From an optimization exercise on the open Yosys and OpenROAD flow, aimed at small area; shortcuts taken in it are not production practice.
Function was checked by simulation only, so behaviour that the tests miss may differ from the original.
Power is estimated from default activity; no workload was simulated.

==> flow/design.v <==
module CPS_v3
(	 
	input wire  			rst_i, clk_i,
	output reg  			vld_mem_o,
	input wire [383:0] 	doutb_bram12_i,
	input wire 				vld_i,
	input wire 				en_read_i,
	output reg 				rdy_o,
	output reg [6:0] 		addrb_bram12_o,
	input 					empty_i,
	output reg 				full_o,
	output reg 				wea_bram3_o,
	output reg [6:0] 		addra_bram3_o,
	output wire [383:0] 	dina_bram3_o,
	input [26:0] 			element_struct,
	input 					video_ACK_i);
	reg [3:0] 				vld_counter;
	reg [3:0] 				full_counter;
	reg		  				start_counter,read;
	reg [389:0] 			row2PE [2:0];  
	reg  						write_counter;
	wire 						WRITE;
	wire [383:0] 			processed;
	assign WRITE			= write_counter;
	always @(negedge clk_i or posedge rst_i)
	begin
		if(rst_i)
		begin
			addrb_bram12_o	<= 0;
			vld_counter		<= 0;
			rdy_o				<= 1'b1;
			read				<= 0;
		end
		else
		begin
			if( video_ACK_i )
			begin
				if( en_read_i == 1'b1 )
				begin
					if( vld_i )
					begin
						if( vld_counter != 4'd4 )
						begin
							rdy_o				<= 0;
							addrb_bram12_o	<= 0;
							vld_counter		<= 0;
							read				<= 1'b1;
						end
						else vld_counter	<= vld_counter + 1'b1;
					end
					else
					begin
						rdy_o	<= 1'b1;
						if( addrb_bram12_o != 7'd127 )
						begin
							addrb_bram12_o	<= addrb_bram12_o + 1'b1;
						end	
						else
						begin
							read	<= 0;
						end
					end
				end
				else
				begin
					addrb_bram12_o	<= 0;
					vld_counter		<= 0;
					rdy_o				<= 1'b1;
					read				<= 1'b0;
				end
			end	
		end
	end
	always @(posedge clk_i or posedge rst_i)
	begin
		if(rst_i)
		begin
			row2PE[0]		<= 0;
			row2PE[1]		<= 0;
			row2PE[2]		<= 0;
			write_counter	<= 0;
		end
		else
		begin
			if( video_ACK_i )
			begin
				if( read  &&  addrb_bram12_o != 0  &&  addrb_bram12_o != 7'd127 )
				begin
					row2PE[0][386:3]	<= doutb_bram12_i;
					row2PE[1][386:3]	<= row2PE[0][386:3];
					row2PE[2][386:3]	<= row2PE[1][386:3];
					if( write_counter == 1 )
					begin
						write_counter	<= 2'd1;
					end
					else 
					begin
						write_counter	<= write_counter+1'b1;
					end
				end
				else
				begin
					write_counter	<= 0;
					row2PE[0]		<= 0;
					row2PE[1]		<= 0;
					row2PE[2]		<= 0;
				end
			end	
		end
	end
	assign	processed[383:381]	= (element_struct=={row2PE[0][389:381],row2PE[1][389:381],row2PE[2][389:381]})? row2PE[1][386:384] : 3'b111;
	assign	processed[380:378]	= (element_struct=={row2PE[0][386:378],row2PE[1][386:378],row2PE[2][386:378]})? row2PE[1][383:381] : 3'b111;
	assign	processed[377:375]	= (element_struct=={row2PE[0][383:375],row2PE[1][383:375],row2PE[2][383:375]})? row2PE[1][380:378] : 3'b111;
	assign	processed[374:372]	= (element_struct=={row2PE[0][380:372],row2PE[1][380:372],row2PE[2][380:372]})? row2PE[1][377:375] : 3'b111;
	assign	processed[371:369]	= (element_struct=={row2PE[0][377:369],row2PE[1][377:369],row2PE[2][377:369]})? row2PE[1][374:372] : 3'b111;
	assign	processed[368:366]	= (element_struct=={row2PE[0][374:366],row2PE[1][374:366],row2PE[2][374:366]})? row2PE[1][371:369] : 3'b111;
	assign	processed[365:363]	= (element_struct=={row2PE[0][371:363],row2PE[1][371:363],row2PE[2][371:363]})? row2PE[1][368:366] : 3'b111;
	assign	processed[362:360]	= (element_struct=={row2PE[0][368:360],row2PE[1][368:360],row2PE[2][368:360]})? row2PE[1][365:363] : 3'b111;
	assign	processed[359:357]	= (element_struct=={row2PE[0][365:357],row2PE[1][365:357],row2PE[2][365:357]})? row2PE[1][362:360] : 3'b111;
	assign	processed[356:354]	= (element_struct=={row2PE[0][362:354],row2PE[1][362:354],row2PE[2][362:354]})? row2PE[1][359:357] : 3'b111;
	assign	processed[353:351]	= (element_struct=={row2PE[0][359:351],row2PE[1][359:351],row2PE[2][359:351]})? row2PE[1][356:354] : 3'b111;
	assign	processed[350:348]	= (element_struct=={row2PE[0][356:348],row2PE[1][356:348],row2PE[2][356:348]})? row2PE[1][353:351] : 3'b111;
	assign	processed[347:345]	= (element_struct=={row2PE[0][353:345],row2PE[1][353:345],row2PE[2][353:345]})? row2PE[1][350:348] : 3'b111;
	assign	processed[344:342]	= (element_struct=={row2PE[0][350:342],row2PE[1][350:342],row2PE[2][350:342]})? row2PE[1][347:345] : 3'b111;
	assign	processed[341:339]	= (element_struct=={row2PE[0][347:339],row2PE[1][347:339],row2PE[2][347:339]})? row2PE[1][344:342] : 3'b111;
	assign	processed[338:336]	= (element_struct=={row2PE[0][344:336],row2PE[1][344:336],row2PE[2][344:336]})? row2PE[1][341:339] : 3'b111;
	assign	processed[335:333]	= (element_struct=={row2PE[0][341:333],row2PE[1][341:333],row2PE[2][341:333]})? row2PE[1][338:336] : 3'b111;
	assign	processed[332:330]	= (element_struct=={row2PE[0][338:330],row2PE[1][338:330],row2PE[2][338:330]})? row2PE[1][335:333] : 3'b111;
	assign	processed[329:327]	= (element_struct=={row2PE[0][335:327],row2PE[1][335:327],row2PE[2][335:327]})? row2PE[1][332:330] : 3'b111;
	assign	processed[326:324]	= (element_struct=={row2PE[0][332:324],row2PE[1][332:324],row2PE[2][332:324]})? row2PE[1][329:327] : 3'b111;
	assign	processed[323:321]	= (element_struct=={row2PE[0][329:321],row2PE[1][329:321],row2PE[2][329:321]})? row2PE[1][326:324] : 3'b111;
	assign	processed[320:318]	= (element_struct=={row2PE[0][326:318],row2PE[1][326:318],row2PE[2][326:318]})? row2PE[1][323:321] : 3'b111;
	assign	processed[317:315]	= (element_struct=={row2PE[0][323:315],row2PE[1][323:315],row2PE[2][323:315]})? row2PE[1][320:318] : 3'b111;
	assign	processed[314:312]	= (element_struct=={row2PE[0][320:312],row2PE[1][320:312],row2PE[2][320:312]})? row2PE[1][317:315] : 3'b111;
	assign	processed[311:309]	= (element_struct=={row2PE[0][317:309],row2PE[1][317:309],row2PE[2][317:309]})? row2PE[1][314:312] : 3'b111;
	assign	processed[308:306]	= (element_struct=={row2PE[0][314:306],row2PE[1][314:306],row2PE[2][314:306]})? row2PE[1][311:309] : 3'b111;
	assign	processed[305:303]	= (element_struct=={row2PE[0][311:303],row2PE[1][311:303],row2PE[2][311:303]})? row2PE[1][308:306] : 3'b111;
	assign	processed[302:300]	= (element_struct=={row2PE[0][308:300],row2PE[1][308:300],row2PE[2][308:300]})? row2PE[1][305:303] : 3'b111;
	assign	processed[299:297]	= (element_struct=={row2PE[0][305:297],row2PE[1][305:297],row2PE[2][305:297]})? row2PE[1][302:300] : 3'b111;
	assign	processed[296:294]	= (element_struct=={row2PE[0][302:294],row2PE[1][302:294],row2PE[2][302:294]})? row2PE[1][299:297] : 3'b111;
	assign	processed[293:291]	= (element_struct=={row2PE[0][299:291],row2PE[1][299:291],row2PE[2][299:291]})? row2PE[1][296:294] : 3'b111;
	assign	processed[290:288]	= (element_struct=={row2PE[0][296:288],row2PE[1][296:288],row2PE[2][296:288]})? row2PE[1][293:291] : 3'b111;
	assign	processed[287:285]	= (element_struct=={row2PE[0][293:285],row2PE[1][293:285],row2PE[2][293:285]})? row2PE[1][290:288] : 3'b111;
	assign	processed[284:282]	= (element_struct=={row2PE[0][290:282],row2PE[1][290:282],row2PE[2][290:282]})? row2PE[1][287:285] : 3'b111;
	assign	processed[281:279]	= (element_struct=={row2PE[0][287:279],row2PE[1][287:279],row2PE[2][287:279]})? row2PE[1][284:282] : 3'b111;
	assign	processed[278:276]	= (element_struct=={row2PE[0][284:276],row2PE[1][284:276],row2PE[2][284:276]})? row2PE[1][281:279] : 3'b111;
	assign	processed[275:273]	= (element_struct=={row2PE[0][281:273],row2PE[1][281:273],row2PE[2][281:273]})? row2PE[1][278:276] : 3'b111;
	assign	processed[272:270]	= (element_struct=={row2PE[0][278:270],row2PE[1][278:270],row2PE[2][278:270]})? row2PE[1][275:273] : 3'b111;
	assign	processed[269:267]	= (element_struct=={row2PE[0][275:267],row2PE[1][275:267],row2PE[2][275:267]})? row2PE[1][272:270] : 3'b111;
	assign	processed[266:264]	= (element_struct=={row2PE[0][272:264],row2PE[1][272:264],row2PE[2][272:264]})? row2PE[1][269:267] : 3'b111;
	assign	processed[263:261]	= (element_struct=={row2PE[0][269:261],row2PE[1][269:261],row2PE[2][269:261]})? row2PE[1][266:264] : 3'b111;
	assign	processed[260:258]	= (element_struct=={row2PE[0][266:258],row2PE[1][266:258],row2PE[2][266:258]})? row2PE[1][263:261] : 3'b111;
	assign	processed[257:255]	= (element_struct=={row2PE[0][263:255],row2PE[1][263:255],row2PE[2][263:255]})? row2PE[1][260:258] : 3'b111;
	assign	processed[254:252]	= (element_struct=={row2PE[0][260:252],row2PE[1][260:252],row2PE[2][260:252]})? row2PE[1][257:255] : 3'b111;
	assign	processed[251:249]	= (element_struct=={row2PE[0][257:249],row2PE[1][257:249],row2PE[2][257:249]})? row2PE[1][254:252] : 3'b111;
	assign	processed[248:246]	= (element_struct=={row2PE[0][254:246],row2PE[1][254:246],row2PE[2][254:246]})? row2PE[1][251:249] : 3'b111;
	assign	processed[245:243]	= (element_struct=={row2PE[0][251:243],row2PE[1][251:243],row2PE[2][251:243]})? row2PE[1][248:246] : 3'b111;
	assign	processed[242:240]	= (element_struct=={row2PE[0][248:240],row2PE[1][248:240],row2PE[2][248:240]})? row2PE[1][245:243] : 3'b111;
	assign	processed[239:237]	= (element_struct=={row2PE[0][245:237],row2PE[1][245:237],row2PE[2][245:237]})? row2PE[1][242:240] : 3'b111;
	assign	processed[236:234]	= (element_struct=={row2PE[0][242:234],row2PE[1][242:234],row2PE[2][242:234]})? row2PE[1][239:237] : 3'b111;
	assign	processed[233:231]	= (element_struct=={row2PE[0][239:231],row2PE[1][239:231],row2PE[2][239:231]})? row2PE[1][236:234] : 3'b111;
	assign	processed[230:228]	= (element_struct=={row2PE[0][236:228],row2PE[1][236:228],row2PE[2][236:228]})? row2PE[1][233:231] : 3'b111;
	assign	processed[227:225]	= (element_struct=={row2PE[0][233:225],row2PE[1][233:225],row2PE[2][233:225]})? row2PE[1][230:228] : 3'b111;
	assign	processed[224:222]	= (element_struct=={row2PE[0][230:222],row2PE[1][230:222],row2PE[2][230:222]})? row2PE[1][227:225] : 3'b111;
	assign	processed[221:219]	= (element_struct=={row2PE[0][227:219],row2PE[1][227:219],row2PE[2][227:219]})? row2PE[1][224:222] : 3'b111;
	assign	processed[218:216]	= (element_struct=={row2PE[0][224:216],row2PE[1][224:216],row2PE[2][224:216]})? row2PE[1][221:219] : 3'b111;
	assign	processed[215:213]	= (element_struct=={row2PE[0][221:213],row2PE[1][221:213],row2PE[2][221:213]})? row2PE[1][218:216] : 3'b111;
	assign	processed[212:210]	= (element_struct=={row2PE[0][218:210],row2PE[1][218:210],row2PE[2][218:210]})? row2PE[1][215:213] : 3'b111;
	assign	processed[209:207]	= (element_struct=={row2PE[0][215:207],row2PE[1][215:207],row2PE[2][215:207]})? row2PE[1][212:210] : 3'b111;
	assign	processed[206:204]	= (element_struct=={row2PE[0][212:204],row2PE[1][212:204],row2PE[2][212:204]})? row2PE[1][209:207] : 3'b111;
	assign	processed[203:201]	= (element_struct=={row2PE[0][209:201],row2PE[1][209:201],row2PE[2][209:201]})? row2PE[1][206:204] : 3'b111;
	assign	processed[200:198]	= (element_struct=={row2PE[0][206:198],row2PE[1][206:198],row2PE[2][206:198]})? row2PE[1][203:201] : 3'b111;
	assign	processed[197:195]	= (element_struct=={row2PE[0][203:195],row2PE[1][203:195],row2PE[2][203:195]})? row2PE[1][200:198] : 3'b111;
	assign	processed[194:192]	= (element_struct=={row2PE[0][200:192],row2PE[1][200:192],row2PE[2][200:192]})? row2PE[1][197:195] : 3'b111;
	assign	processed[191:189]	= (element_struct=={row2PE[0][197:189],row2PE[1][197:189],row2PE[2][197:189]})? row2PE[1][194:192] : 3'b111;
	assign	processed[188:186]	= (element_struct=={row2PE[0][194:186],row2PE[1][194:186],row2PE[2][194:186]})? row2PE[1][191:189] : 3'b111;
	assign	processed[185:183]	= (element_struct=={row2PE[0][191:183],row2PE[1][191:183],row2PE[2][191:183]})? row2PE[1][188:186] : 3'b111;
	assign	processed[182:180]	= (element_struct=={row2PE[0][188:180],row2PE[1][188:180],row2PE[2][188:180]})? row2PE[1][185:183] : 3'b111;
	assign	processed[179:177]	= (element_struct=={row2PE[0][185:177],row2PE[1][185:177],row2PE[2][185:177]})? row2PE[1][182:180] : 3'b111;
	assign	processed[176:174]	= (element_struct=={row2PE[0][182:174],row2PE[1][182:174],row2PE[2][182:174]})? row2PE[1][179:177] : 3'b111;
	assign	processed[173:171]	= (element_struct=={row2PE[0][179:171],row2PE[1][179:171],row2PE[2][179:171]})? row2PE[1][176:174] : 3'b111;
	assign	processed[170:168]	= (element_struct=={row2PE[0][176:168],row2PE[1][176:168],row2PE[2][176:168]})? row2PE[1][173:171] : 3'b111;
	assign	processed[167:165]	= (element_struct=={row2PE[0][173:165],row2PE[1][173:165],row2PE[2][173:165]})? row2PE[1][170:168] : 3'b111;
	assign	processed[164:162]	= (element_struct=={row2PE[0][170:162],row2PE[1][170:162],row2PE[2][170:162]})? row2PE[1][167:165] : 3'b111;
	assign	processed[161:159]	= (element_struct=={row2PE[0][167:159],row2PE[1][167:159],row2PE[2][167:159]})? row2PE[1][164:162] : 3'b111;
	assign	processed[158:156]	= (element_struct=={row2PE[0][164:156],row2PE[1][164:156],row2PE[2][164:156]})? row2PE[1][161:159] : 3'b111;
	assign	processed[155:153]	= (element_struct=={row2PE[0][161:153],row2PE[1][161:153],row2PE[2][161:153]})? row2PE[1][158:156] : 3'b111;
	assign	processed[152:150]	= (element_struct=={row2PE[0][158:150],row2PE[1][158:150],row2PE[2][158:150]})? row2PE[1][155:153] : 3'b111;
	assign	processed[149:147]	= (element_struct=={row2PE[0][155:147],row2PE[1][155:147],row2PE[2][155:147]})? row2PE[1][152:150] : 3'b111;
	assign	processed[146:144]	= (element_struct=={row2PE[0][152:144],row2PE[1][152:144],row2PE[2][152:144]})? row2PE[1][149:147] : 3'b111;
	assign	processed[143:141]	= (element_struct=={row2PE[0][149:141],row2PE[1][149:141],row2PE[2][149:141]})? row2PE[1][146:144] : 3'b111;
	assign	processed[140:138]	= (element_struct=={row2PE[0][146:138],row2PE[1][146:138],row2PE[2][146:138]})? row2PE[1][143:141] : 3'b111;
	assign	processed[137:135]	= (element_struct=={row2PE[0][143:135],row2PE[1][143:135],row2PE[2][143:135]})? row2PE[1][140:138] : 3'b111;
	assign	processed[134:132]	= (element_struct=={row2PE[0][140:132],row2PE[1][140:132],row2PE[2][140:132]})? row2PE[1][137:135] : 3'b111;
	assign	processed[131:129]	= (element_struct=={row2PE[0][137:129],row2PE[1][137:129],row2PE[2][137:129]})? row2PE[1][134:132] : 3'b111;
	assign	processed[128:126]	= (element_struct=={row2PE[0][134:126],row2PE[1][134:126],row2PE[2][134:126]})? row2PE[1][131:129] : 3'b111;
	assign	processed[125:123]	= (element_struct=={row2PE[0][131:123],row2PE[1][131:123],row2PE[2][131:123]})? row2PE[1][128:126] : 3'b111;
	assign	processed[122:120]	= (element_struct=={row2PE[0][128:120],row2PE[1][128:120],row2PE[2][128:120]})? row2PE[1][125:123] : 3'b111;
	assign	processed[119:117]	= (element_struct=={row2PE[0][125:117],row2PE[1][125:117],row2PE[2][125:117]})? row2PE[1][122:120] : 3'b111;
	assign	processed[116:114]	= (element_struct=={row2PE[0][122:114],row2PE[1][122:114],row2PE[2][122:114]})? row2PE[1][119:117] : 3'b111;
	assign	processed[113:111]	= (element_struct=={row2PE[0][119:111],row2PE[1][119:111],row2PE[2][119:111]})? row2PE[1][116:114] : 3'b111;
	assign	processed[110:108]	= (element_struct=={row2PE[0][116:108],row2PE[1][116:108],row2PE[2][116:108]})? row2PE[1][113:111] : 3'b111;
	assign	processed[107:105]	= (element_struct=={row2PE[0][113:105],row2PE[1][113:105],row2PE[2][113:105]})? row2PE[1][110:108] : 3'b111;
	assign	processed[104:102]	= (element_struct=={row2PE[0][110:102],row2PE[1][110:102],row2PE[2][110:102]})? row2PE[1][107:105] : 3'b111;
	assign	processed[101:99]		= (element_struct=={row2PE[0][107:99], row2PE[1][107:99], row2PE[2][107:99]}) ? row2PE[1][104:102] : 3'b111;
	assign	processed[98:96]		= (element_struct=={row2PE[0][104:96], row2PE[1][104:96], row2PE[2][104:96]}) ? row2PE[1][101:99]  : 3'b111;
	assign	processed[95:93]		= (element_struct=={row2PE[0][101:93], row2PE[1][101:93], row2PE[2][101:93]}) ? row2PE[1][98:96]   : 3'b111;
	assign	processed[92:90]		= (element_struct=={row2PE[0][98:90],  row2PE[1][98:90],  row2PE[2][98:90]})  ? row2PE[1][95:93]   : 3'b111;
	assign	processed[89:87]		= (element_struct=={row2PE[0][95:87],  row2PE[1][95:87],  row2PE[2][95:87]})  ? row2PE[1][92:90]   : 3'b111;
	assign	processed[86:84]		= (element_struct=={row2PE[0][92:84],  row2PE[1][92:84],  row2PE[2][92:84]})  ? row2PE[1][89:87]   : 3'b111;
	assign	processed[83:81]		= (element_struct=={row2PE[0][89:81],  row2PE[1][89:81],  row2PE[2][89:81]})  ? row2PE[1][86:84]   : 3'b111;
	assign	processed[80:78]		= (element_struct=={row2PE[0][86:78],  row2PE[1][86:78],  row2PE[2][86:78]})  ? row2PE[1][83:81]   : 3'b111;
	assign	processed[77:75]		= (element_struct=={row2PE[0][83:75],  row2PE[1][83:75],  row2PE[2][83:75]})  ? row2PE[1][80:78]   : 3'b111;
	assign	processed[74:72]		= (element_struct=={row2PE[0][80:72],  row2PE[1][80:72],  row2PE[2][80:72]})  ? row2PE[1][77:75]   : 3'b111;
	assign	processed[71:69]		= (element_struct=={row2PE[0][77:69],  row2PE[1][77:69],  row2PE[2][77:69]})  ? row2PE[1][74:72]   : 3'b111;
	assign	processed[68:66]		= (element_struct=={row2PE[0][74:66],  row2PE[1][74:66],  row2PE[2][74:66]})  ? row2PE[1][71:69]   : 3'b111;
	assign	processed[65:63]		= (element_struct=={row2PE[0][71:63],  row2PE[1][71:63],  row2PE[2][71:63]})  ? row2PE[1][68:66]   : 3'b111;
	assign	processed[62:60]		= (element_struct=={row2PE[0][68:60],  row2PE[1][68:60],  row2PE[2][68:60]})  ? row2PE[1][65:63]   : 3'b111;
	assign	processed[59:57]		= (element_struct=={row2PE[0][65:57],  row2PE[1][65:57],  row2PE[2][65:57]})  ? row2PE[1][62:60]   : 3'b111;
	assign	processed[56:54]		= (element_struct=={row2PE[0][62:54],  row2PE[1][62:54],  row2PE[2][62:54]})  ? row2PE[1][59:57]   : 3'b111;
	assign	processed[53:51]		= (element_struct=={row2PE[0][59:51],  row2PE[1][59:51],  row2PE[2][59:51]})  ? row2PE[1][56:54]   : 3'b111;
	assign	processed[50:48]		= (element_struct=={row2PE[0][56:48],  row2PE[1][56:48],  row2PE[2][56:48]})  ? row2PE[1][53:51]   : 3'b111;
	assign	processed[47:45]		= (element_struct=={row2PE[0][53:45],  row2PE[1][53:45],  row2PE[2][53:45]})  ? row2PE[1][50:48]   : 3'b111;
	assign	processed[44:42]		= (element_struct=={row2PE[0][50:42],  row2PE[1][50:42],  row2PE[2][50:42]})  ? row2PE[1][47:45]   : 3'b111;
	assign	processed[41:39]		= (element_struct=={row2PE[0][47:39],  row2PE[1][47:39],  row2PE[2][47:39]})  ? row2PE[1][44:42]   : 3'b111;
	assign	processed[38:36]		= (element_struct=={row2PE[0][44:36],  row2PE[1][44:36],  row2PE[2][44:36]})  ? row2PE[1][41:39]   : 3'b111;
	assign	processed[35:33]		= (element_struct=={row2PE[0][41:33],  row2PE[1][41:33],  row2PE[2][41:33]})  ? row2PE[1][38:36]   : 3'b111;
	assign	processed[32:30]		= (element_struct=={row2PE[0][38:30],  row2PE[1][38:30],  row2PE[2][38:30]})  ? row2PE[1][35:33]   : 3'b111;
	assign	processed[29:27]		= (element_struct=={row2PE[0][35:27],  row2PE[1][35:27],  row2PE[2][35:27]})  ? row2PE[1][32:30]   : 3'b111;
	assign	processed[26:24]		= (element_struct=={row2PE[0][32:24],  row2PE[1][32:24],  row2PE[2][32:24]})  ? row2PE[1][29:27]   : 3'b111;
	assign	processed[23:21]		= (element_struct=={row2PE[0][29:21],  row2PE[1][29:21],  row2PE[2][29:21]})  ? row2PE[1][26:24]   : 3'b111;
	assign	processed[20:18]		= (element_struct=={row2PE[0][26:18],  row2PE[1][26:18],  row2PE[2][26:18]})  ? row2PE[1][23:21]   : 3'b111;
	assign	processed[17:15]		= (element_struct=={row2PE[0][23:15],  row2PE[1][23:15],  row2PE[2][23:15]})  ? row2PE[1][20:18]   : 3'b111;
	assign	processed[14:12]		= (element_struct=={row2PE[0][20:12],  row2PE[1][20:12],  row2PE[2][20:12]})  ? row2PE[1][17:15]   : 3'b111;
	assign	processed[11:9]		= (element_struct=={row2PE[0][17:9],   row2PE[1][17:9],   row2PE[2][17:9]})   ? row2PE[1][14:12]   : 3'b111;
	assign	processed[8:6]			= (element_struct=={row2PE[0][14:6],   row2PE[1][14:6],   row2PE[2][14:6]})   ? row2PE[1][11:9]    : 3'b111;
	assign	processed[5:3]	 		= (element_struct=={row2PE[0][11:3],   row2PE[1][11:3],   row2PE[2][11:3]})   ? row2PE[1][8:6]     : 3'b111;
	assign	processed[2:0]	 		= (element_struct=={row2PE[0][8:0],    row2PE[1][8:0],    row2PE[2][8:0]})    ? row2PE[1][5:3]     : 3'b111;
	assign 	dina_bram3_o	= processed;
	always @(negedge clk_i or posedge rst_i)
	begin
		if(rst_i)
		begin
			addra_bram3_o	<= 0;
			wea_bram3_o		<= 0;
			full_o			<= 0;
			full_counter	<= 0;
			start_counter	<= 0;
			vld_mem_o		<= 0;
		end
		else
		begin
			if( video_ACK_i )
			begin
				if( ~empty_i )
				begin
					full_o			<= 0;
					addra_bram3_o	<= 0;
					start_counter	<= 0;
					full_counter	<= 0;
				end
				else
				begin
					if( addra_bram3_o == 7'd125 ) start_counter<=1'b1;
					if( start_counter )
					begin
						if( full_counter > 4'h0 )
						begin
							full_o		<= 1'b1;
							vld_mem_o	<= 1'b1;
							wea_bram3_o	<= 1'b0;
						end
						else
						begin
							full_counter	<= full_counter + 1'b1;
						end
					end
					else
					begin
						full_o			<= 1'b0;
						full_counter	<= 0;
					end
				end
				if(WRITE) 
				begin
					if( addra_bram3_o[6] != 7'd126 )
					begin
						addra_bram3_o	<= addra_bram3_o + 1'b1;
						wea_bram3_o		<= 1'b1;
					end
					else
					begin
						wea_bram3_o		<= 1'b0;
					end
				end
				else
				begin
					wea_bram3_o			<= 1'b0;
				end	
			end		
		end
	end
endmodule
==> flow/run.sh <==
#!/bin/bash
# synth_recipe.tcl (not shown) runs the flow's synth.tcl, then flattens the netlist and writes it again
# the make line also repeats each setting of config.mk as NAME=value (left out here)
make -C /OpenROAD-flow-scripts/flow DESIGN_CONFIG=/design/flow/config.mk WORK_HOME=/design/flow/orfs CLKGATE_MAP_FILE= SYNTH_SCRIPT=/design/flow/synth_recipe.tcl finish
==> flow/config.mk <==
export PLATFORM = sky130hd
export DESIGN_NAME = CPS_v3
export DESIGN_NICKNAME = CPS_v3
export VERILOG_FILES = /design/flow/design.v
export SDC_FILE = /design/flow/constraint.sdc
export NUM_CORES = 4
export LEC_CHECK = 0
export CAP_MARGIN = 20
export CORE_MARGIN = 2
export CORE_UTILIZATION = 40
export PLACE_DENSITY = 0.6
export SLEW_MARGIN = 20
==> flow/constraint.sdc <==
create_clock -name core_clock -period 10.0 [get_ports {clk_i}]
set_input_delay 2.0000 -clock core_clock [delete_from_list [all_inputs] [get_ports {clk_i}]]
set_output_delay 2.0000 -clock core_clock [all_outputs]
set_load 0.01 [all_outputs]
==> results of run 1 <==
## where the power goes
group,switching [mW],total (mW),internal (mW)
logic,1.26,2.24,0.976
clock network,2.33,6.01,3.68
registers,0.297,5.19,4.89
total,3.88,13.4,9.55
## metal layers
metal  up-vias  part of all wire, %  track usage (%)  wire length (um)
met3      1015                  8.8            6.318             30020
li1      30735                    -                -                 -
met4        28                  6.1            17.19             20580
met5         -                0.053                0               180
met2      4071                   45            46.91            153400
met1     36416                   40            38.61            135200
## synthesized netlist by cell type (2+ instances only)
master / count / area share, %
nand2_1: 25 / 0.11
nand3_1: 514 / 3.0
nand4_1: 766 / 5.6
nor2_1: 515 / 2.2
a22o_1: 1161 / 12
clkbuf_1: 697 / 3.0
a21oi_1: 4 / 0.023
nand3b_1: 7 / 0.061
ha_1: 8 / 0.12
dfrtn_1: 27 / 0.79
and3_1: 2 / 0.015
o2bb2ai_1: 2 / 0.020
a32o_1: 2 / 0.023
buf_1: 671 / 2.9
buf_6: 2 / 0.026
or4_1: 2 / 0.017
nor3_1: 4 / 0.023
dfrtp_1: 1153 / 34
o21ai_0: 15 / 0.087
buf_2: 24 / 0.14
inv_1: 15 / 0.066
nor4_1: 131 / 0.95
xnor2_1: 3439 / 35
a21o_1: 2 / 0.017
## flip-flops by register name, indices dropped and copies added (netlist names)
signal,cells
vld_counter,4
addrb_bram12_o,7
wea_bram3_o,1
full_counter,4
rdy_o,1
read,1
vld_mem_o,1
addra_bram3_o,7
start_counter,1
full_o,1
row2PE,1152
write_counter,1
## layout make-up
type	count	area share, %
clock buffers	210	4.456
inverters	15	0.06806
flip-flops and latches	1181	29.77
well taps	2838	3.577
repair buffers	939	9.650
clock inverters	63	1.012
diodes	25	0.06302
multi-input cells	6621	51.40
## cell families after synthesis
kind of cell	count (synthesis)	synth area share, %
fa+ha+maj	8	0.1165
simple gates	1974	12.07
buf+inv	1411	6.218
xor+xnor	3439	35.06
mux	2	0.02475
flops	1181	34.40
compound gates	1198	12.12
## how the worst max path moves through the flow
stage	from	to	depth (start not counted)
floorplan	rst_i	addra_bram3_o[0]	1
global placement	video_ACK_i	addra_bram3_o[5]	6
detailed placement	video_ACK_i	addra_bram3_o[5]	6
CTS	addra_bram3_o[2]	addra_bram3_o[2]	1
global route	addra_bram3_o[2]	addra_bram3_o[2]	1
finish	addrb_bram12_o[4]	addrb_bram12_o[4]	1
==> flow_metrics.py, run 1 <==
metrics = {
    "run_status": {
        "status": "finished clean",
    },
    "setup_path": {
        "rrSetupSlack_ns": 2.00,
        "crit_fanout": 8,
        "slowest_delay_ns": 0.60,
        "crit_required_ns": 8.00,
        "path_class": "flop to primary output",
        "crit_slowest_cell": "clkdlybuf4s50_1",
        "crit_arrival_ns": 6.90,
        "r2r_start": "addrb_bram12_o[0]",
        "worst_setup_path_start_kind": "flop",
        "worstPathCellList": "clkdlybuf4s50_1",
        "path_buf_inv": 1,
        "path_delay_family": "buffers and inverters",
        "crit_path_end_kind": "primary output",
        "rr_worst_depth": 8,
        "r2r_end": "row2PE[1][78]",
    },
    "routing": {
        "first_pass_iters": 6,
        "drc_errors": 0,
        "vias": 72265,
        "drt_iter0_drc": 8043,
        "wl_per_cell_um": 28.54,
        "drtAntennaViolNets": 0,
        "wl_mm": 339.4,
        "via_per_inst": 6.077,
    },
    "synth": {
        "ys_seq_elements": 1181,
        "ys_warn_count": 2,
        "syn-instance-count": 9213,
        "ys_dominant_reg_cell": "dfrtp_1",
        "syn-cell-area_sq_mm": 0.08592,
        "async_flop_share_pct": 100.0,
        "synth_edf_count": 0,
        "synth.avg_cell_area_sq_um": 9.326,
        "synth_cell_types": 49,
        "syn_nets": 9638,
        "ys_seq_area_share_pct": 34.40,
    },
    "grt": {
        "grt_pass1_wl_mm": 497.5,
        "grt_max_degree": 195,
        "grt_pass1_vias": 72515,
        "antenna_found_initial": 44,
        "grt_usage_pct": 30.09,
        "grt_overflow": 0,
    },
    "clock_network": {
        "numCtsBuffers": 149,
        "ctsHtreeMaxLevel": 4,
        "holdBufCountCts": 0,
        "cts_setup_buffers": 0,
        "numClockSinks": 1181,
        "cts_buffer_depth": 3,
        "cts-resized-gates": 0,
        "clk_latency_ns": 0.83,
        "root_buffer": "clkbuf_16",
        "cts.clk_slew.worst_paths_ns": 0.04,
        "cts_tree": "built",
    },
    "sta": {
        "setup_ws_ns": 1.099,
        "setup_viol": 0,
        "rsz0062_at_grt": "false",
        "fin_worst_skew_ns": 0.08699,
        "max_slew_margin_pct": 26.22,
        "tightest_slew_ns": 1.107,
        "holdWs_ns": 0.4132,
        "maxSlewViolCount": 0,
        "hold_violations": 0,
        "tns_ns": 0,
    },
    "pwr": {
        "vdd_drop_max_uv": 169.0,
        "power_mw": 13.43,
        "leakagePower_nw": 34.44,
        "p_per_area_mw_per_mm2": 135.3,
    },
    "job": {
        "cap_violations": 0,
    },
    "place": {
        "dpl_worst_slack_ns": 1.212,
        "port_buffers": 818,
        "place_area_sq_mm": 0.09378,
        "dp_hpwl_mm": 215.1,
        "dp_cells": 11595,
        "gp_congestion": 0.8997,
    },
    "finish": {
        "area_delta_synth_final_pct": 15.54,
        "multi_input_area_sq_mm": 0.05103,
        "fill_cells": 19920,
        "seqCellArea_sq_mm": 0.02955,
        "layout_common_cells": "3439 x xnor2_1, 1161 x a22o_1, 1153 x dfrtp_1",
        "post-route-util_pct": 46.40,
        "layout.cells.non_filler": 11892,
        "final_layout_size_suffix_gt1_share_pct": 4.497,
        "final_common_cell": "xnor2_1",
        "final_area_sq_mm": 0.09928,
        "final_nets": 9333,
    },
    "floorplanning": {
        "core_area_sq_mm": 0.2140,
        "initial_utilization_pct": 40.15,
        "die-width_um": 467.5,
        "fp.dieArea_sq_mm": 0.2185,
        "pin_count": 819,
        "rows": 170,
        "die_y_um": 467.5,
    },
    "worst_hold_path": {
        "min-delay-start": "vld_mem_o",
        "worstHoldEndpoint": "vld_mem_o",
        "hold_class": "flop to flop",
        "hold_depth": 1,
    },
}
==> inputs of run 2 (changes only) <==
==> flow/design.v (replaced) <==
module CPS_v3
(	 
	input wire  			rst_i, clk_i,
	output reg  			vld_mem_o,
	input wire [383:0] 	doutb_bram12_i,
	input wire 				vld_i,
	input wire 				en_read_i,
	output reg 				rdy_o,
	output reg [6:0] 		addrb_bram12_o,
	input 					empty_i,
	output reg 				full_o,
	output reg 				wea_bram3_o,
	output reg [6:0] 		addra_bram3_o,
	output wire [383:0] 	dina_bram3_o,
	input [26:0] 			element_struct,
	input 					video_ACK_i);
	reg						read;
	reg						full_counter, start_counter;
	reg						write_counter;
	reg						clr_q;
	reg [127:0]				W, Y, Z;
	always @(negedge clk_i or posedge rst_i)
	begin
		if(rst_i)
		begin
			addrb_bram12_o	<= 0;
			rdy_o			<= 1'b1;
			read			<= 0;
		end
		else if( video_ACK_i )
		begin
			if( en_read_i )
			begin
				if( vld_i )
				begin
					rdy_o			<= 0;
					addrb_bram12_o	<= 0;
					read			<= 1'b1;
				end
				else
				begin
					rdy_o	<= 1'b1;
					if( addrb_bram12_o != 7'd127 )
						addrb_bram12_o	<= addrb_bram12_o + 1'b1;
					else
						read	<= 0;
				end
			end
			else
			begin
				addrb_bram12_o	<= 0;
				rdy_o			<= 1'b1;
				read			<= 1'b0;
			end
		end
	end
	wire [389:0] prow = {3'b000, doutb_bram12_i, 3'b000};
	wire [127:0] m0, m1, m2;
	genvar g;
	generate
		for (g = 0; g < 128; g = g + 1)
		begin : col
			assign m0[g] = (prow[3*g+8:3*g] == element_struct[26:18]);
			assign m1[g] = (prow[3*g+8:3*g] == element_struct[17:9]);
			assign m2[g] = (prow[3*g+8:3*g] == element_struct[8:0]);
		end
	endgenerate
	wire c2   = (element_struct[8:0]  == 9'd0);
	wire c12  = (element_struct[17:0] == 18'd0);
	wire c012 = (element_struct       == 27'd0);
	wire [127:0] W_eff = clr_q ? {128{c2}}   : W;
	wire [127:0] Y_eff = clr_q ? {128{c12}}  : Y;
	wire [127:0] Z_eff = clr_q ? {128{c012}} : Z;
	wire load = read && addrb_bram12_o != 7'd0 && addrb_bram12_o != 7'd127;
	always @(posedge clk_i or posedge rst_i)
	begin
		if(rst_i)
			write_counter	<= 0;
		else if( video_ACK_i )
			write_counter	<= load;
	end
	always @(posedge clk_i)
	begin
		if( video_ACK_i )
		begin
			clr_q	<= ~load;
			if( load )
			begin
				W	<= m2;
				Y	<= m1 & W_eff;
				Z	<= m0 & Y_eff;
			end
		end
	end
	generate
		for (g = 0; g < 128; g = g + 1)
		begin : outp
			assign dina_bram3_o[3*g+2:3*g] = Z_eff[g] ? element_struct[14:12] : 3'b111;
		end
	endgenerate
	always @(negedge clk_i or posedge rst_i)
	begin
		if(rst_i)
		begin
			addra_bram3_o	<= 0;
			wea_bram3_o		<= 0;
			full_o			<= 0;
			full_counter	<= 0;
			start_counter	<= 0;
			vld_mem_o		<= 0;
		end
		else if( video_ACK_i )
		begin
			if( ~empty_i )
			begin
				full_o			<= 0;
				addra_bram3_o	<= 0;
				start_counter	<= 0;
				full_counter	<= 0;
			end
			else
			begin
				if( addra_bram3_o == 7'd125 ) start_counter <= 1'b1;
				if( start_counter )
				begin
					if( full_counter )
					begin
						full_o		<= 1'b1;
						vld_mem_o	<= 1'b1;
					end
					else
						full_counter	<= 1'b1;
				end
				else
				begin
					full_o			<= 1'b0;
					full_counter	<= 0;
				end
			end
			wea_bram3_o	<= write_counter;
			if( write_counter )
				addra_bram3_o	<= addra_bram3_o + 1'b1;
		end
	end
endmodule
==> run 2 against run 1 <==
Largest power group is now combinational cells. Combinational power up 24%. Critical path depth unchanged. Sequential power down 62%. Wire length down 29%. Via count down 28%. Setup slack better by 0.10 ns. Final cell count down 27%. Die area down 34%. Non-clock buffer count down 23.
==> flow_metrics.py, run 2 <==
metrics = {
    "routing": {
        "drtAntennaViolNets": 0,
        "wl_per_cell_um": 27.85,
        "via_per_inst": 6.017,
        "drt_iter0_drc": 5364,
        "vias": 52271,
        "wl_mm": 241.9,
        "first_pass_iters": 5,
        "drc_errors": 0,
    },
    "clock_network": {
        "cts_buffer_depth": 3,
        "ctsHtreeMaxLevel": 2,
        "numClockSinks": 407,
        "cts-resized-gates": 0,
        "cts.clk_slew.worst_paths_ns": 0.04,
        "clk_latency_ns": 0.69,
        "numCtsBuffers": 59,
        "cts_tree": "built",
        "cts_setup_buffers": 0,
        "holdBufCountCts": 0,
        "root_buffer": "clkbuf_16",
    },
    "floorplanning": {
        "initial_utilization_pct": 40.23,
        "die_y_um": 380.9,
        "pin_count": 819,
        "rows": 138,
        "fp.dieArea_sq_mm": 0.1451,
        "core_area_sq_mm": 0.1412,
        "die-width_um": 380.9,
    },
    "setup_path": {
        "path_delay_family": "buffers and inverters",
        "crit_arrival_ns": 6.80,
        "path_class": "flop to primary output",
        "crit_path_end_kind": "primary output",
        "crit_slowest_cell": "clkdlybuf4s50_1",
        "path_buf_inv": 1,
        "critical_path_depth": 1,
        "slowest_delay_ns": 0.60,
        "rr_worst_depth": 6,
        "crit_required_ns": 8.00,
        "r2r_end": "Z[56]",
        "endpoint": "addrb_bram12_o[2]",
        "crit_fanout": 9,
        "r2r_start": "addrb_bram12_o[1]",
        "rrSetupSlack_ns": 2.01,
        "critical_path.startpoint": "addrb_bram12_o[2]",
        "worst_setup_path_start_kind": "flop",
        "worstPathCellList": "clkdlybuf4s50_1",
    },
    "worst_hold_path": {
        "hold_class": "flop to flop",
    },
    "synth": {
        "syn-instance-count": 6652,
        "ys_top_cells_by_area": "xnor2_1 48%, edfxtp_1 20%, nand4_1 6.8%",
        "synth_cell_types": 46,
        "async_flop_share_pct": 5.405,
        "ys_seq_elements": 407,
        "synth_commonest_cells": "3107 x xnor2_1, 617 x nand4_1, 514 x buf_1",
        "syn-cell-area_sq_mm": 0.05682,
        "synth.most_common_cell": "xnor2_1",
        "synth.avg_cell_area_sq_um": 8.541,
        "ys_seq_area_share_pct": 21.32,
        "ys_warn_count": 1,
        "synth_edf_count": 385,
        "ys_dominant_reg_cell": "edfxtp_1",
        "synth_top_area_share_pct": 47.89,
        "synth_largest_area_cell": "xnor2_1",
        "syn_nets": 7073,
    },
    "grt": {
        "grt_usage_pct": 31.74,
        "antenna_found_initial": 59,
        "grt_max_degree": 129,
        "grt_pass1_wl_mm": 353.7,
        "grt_overflow": 0,
        "grt_pass1_vias": 51780,
    },
    "finish": {
        "final_common_cell": "xnor2_1",
        "reg_top3": "W (128), Y (128), Z (128)",
        "area_delta_synth_final_pct": 17.92,
        "final_layout_size_suffix_gt1_share_pct": 3.768,
        "layout.cells.non_filler": 8687,
        "final_area_sq_mm": 0.06700,
        "layout_common_cells": "3107 x xnor2_1, 791 x clkdlybuf4s50_1, 617 x nand4_1",
        "post-route-util_pct": 47.44,
        "final_nets": 7140,
    },
    "sta": {
        "tns_ns": 0,
        "hold_violations": 0,
        "setup_viol": 0,
        "max_slew_margin_pct": 20.06,
        "holdWs_ns": 0.4316,
        "maxSlewViolCount": 0,
        "fin_worst_skew_ns": 0.05069,
        "rsz0062_at_grt": "false",
        "tightest_slew_ns": 1.189,
        "setup_ws_ns": 1.203,
    },
    "job": {
        "cap_violations": 0,
    },
    "pwr": {
        "power_mw": 7.088,
        "leakagePower_nw": 17.88,
        "p_per_area_mw_per_mm2": 105.8,
        "vdd_drop_max_uv": 131.0,
    },
    "place": {
        "dp_cells": 8548,
        "port_buffers": 818,
        "place_area_sq_mm": 0.06486,
        "dp_hpwl_mm": 150.2,
        "dpl_worst_slack_ns": 1.278,
        "gp_congestion": 0.8770,
    },
    "run_status": {
        "status": "finished clean",
    },
}
## run 2: layout make-up
cell class	count	area (sq um)
Clock inverter	41	455.4
Sequential cell	407	12110
Inverter	9	33.78
Timing Repair Buffer	916	9176
Clock buffer	70	1603
Tap cell	1890	2365
Multi-Input combinational cell	5325	41180
Antenna cell	29	72.57
Fill cell	13484	74240
## run 2: layer usage
layer	vias up	part of all wire (%)	track usage, %
met5	-	0.14	0
met4	52	3.3	12.28
met3	578	9.7	6.432
met2	2967	45	50.10
met1	26021	42	42.39
li1	22653	-	-
## run 2: how the worst min path moves through the flow
stage                         start         to  cells past startpoint
after global routing      vld_mem_o  vld_mem_o                      1
final                     vld_mem_o  vld_mem_o                      1
after floorplan                read       read                      1
after CTS                 vld_mem_o  vld_mem_o                      1
after detailed placement  vld_mem_o  vld_mem_o                      1
after global placement    vld_mem_o  vld_mem_o                      1
## run 2: logic make-up (layout without fill, tap and decap cells)
group | count (synthesis) | count (layout) | synth area share (%)
XOR/XNOR | 3438 | 3438 | 53.00
AND/OR/NAND/NOR | 1207 | 1207 | 13.07
buffers and inverters | 920 | 1036 | 6.329
AO/OA/AOI/OAI | 672 | 672 | 6.120
flip-flops | 407 | 407 | 21.32
adder cells (fa/ha/maj) | 4 | 4 | 0.08809
multiplexers | 4 | 4 | 0.07707
other | 0 | 29 | 0
## run 2: power breakdown
group | switching, mW | internal, mW
Sequential | 0.0478 | 1.92
Combinational | 1.56 | 1.21
Clock | 0.968 | 1.38
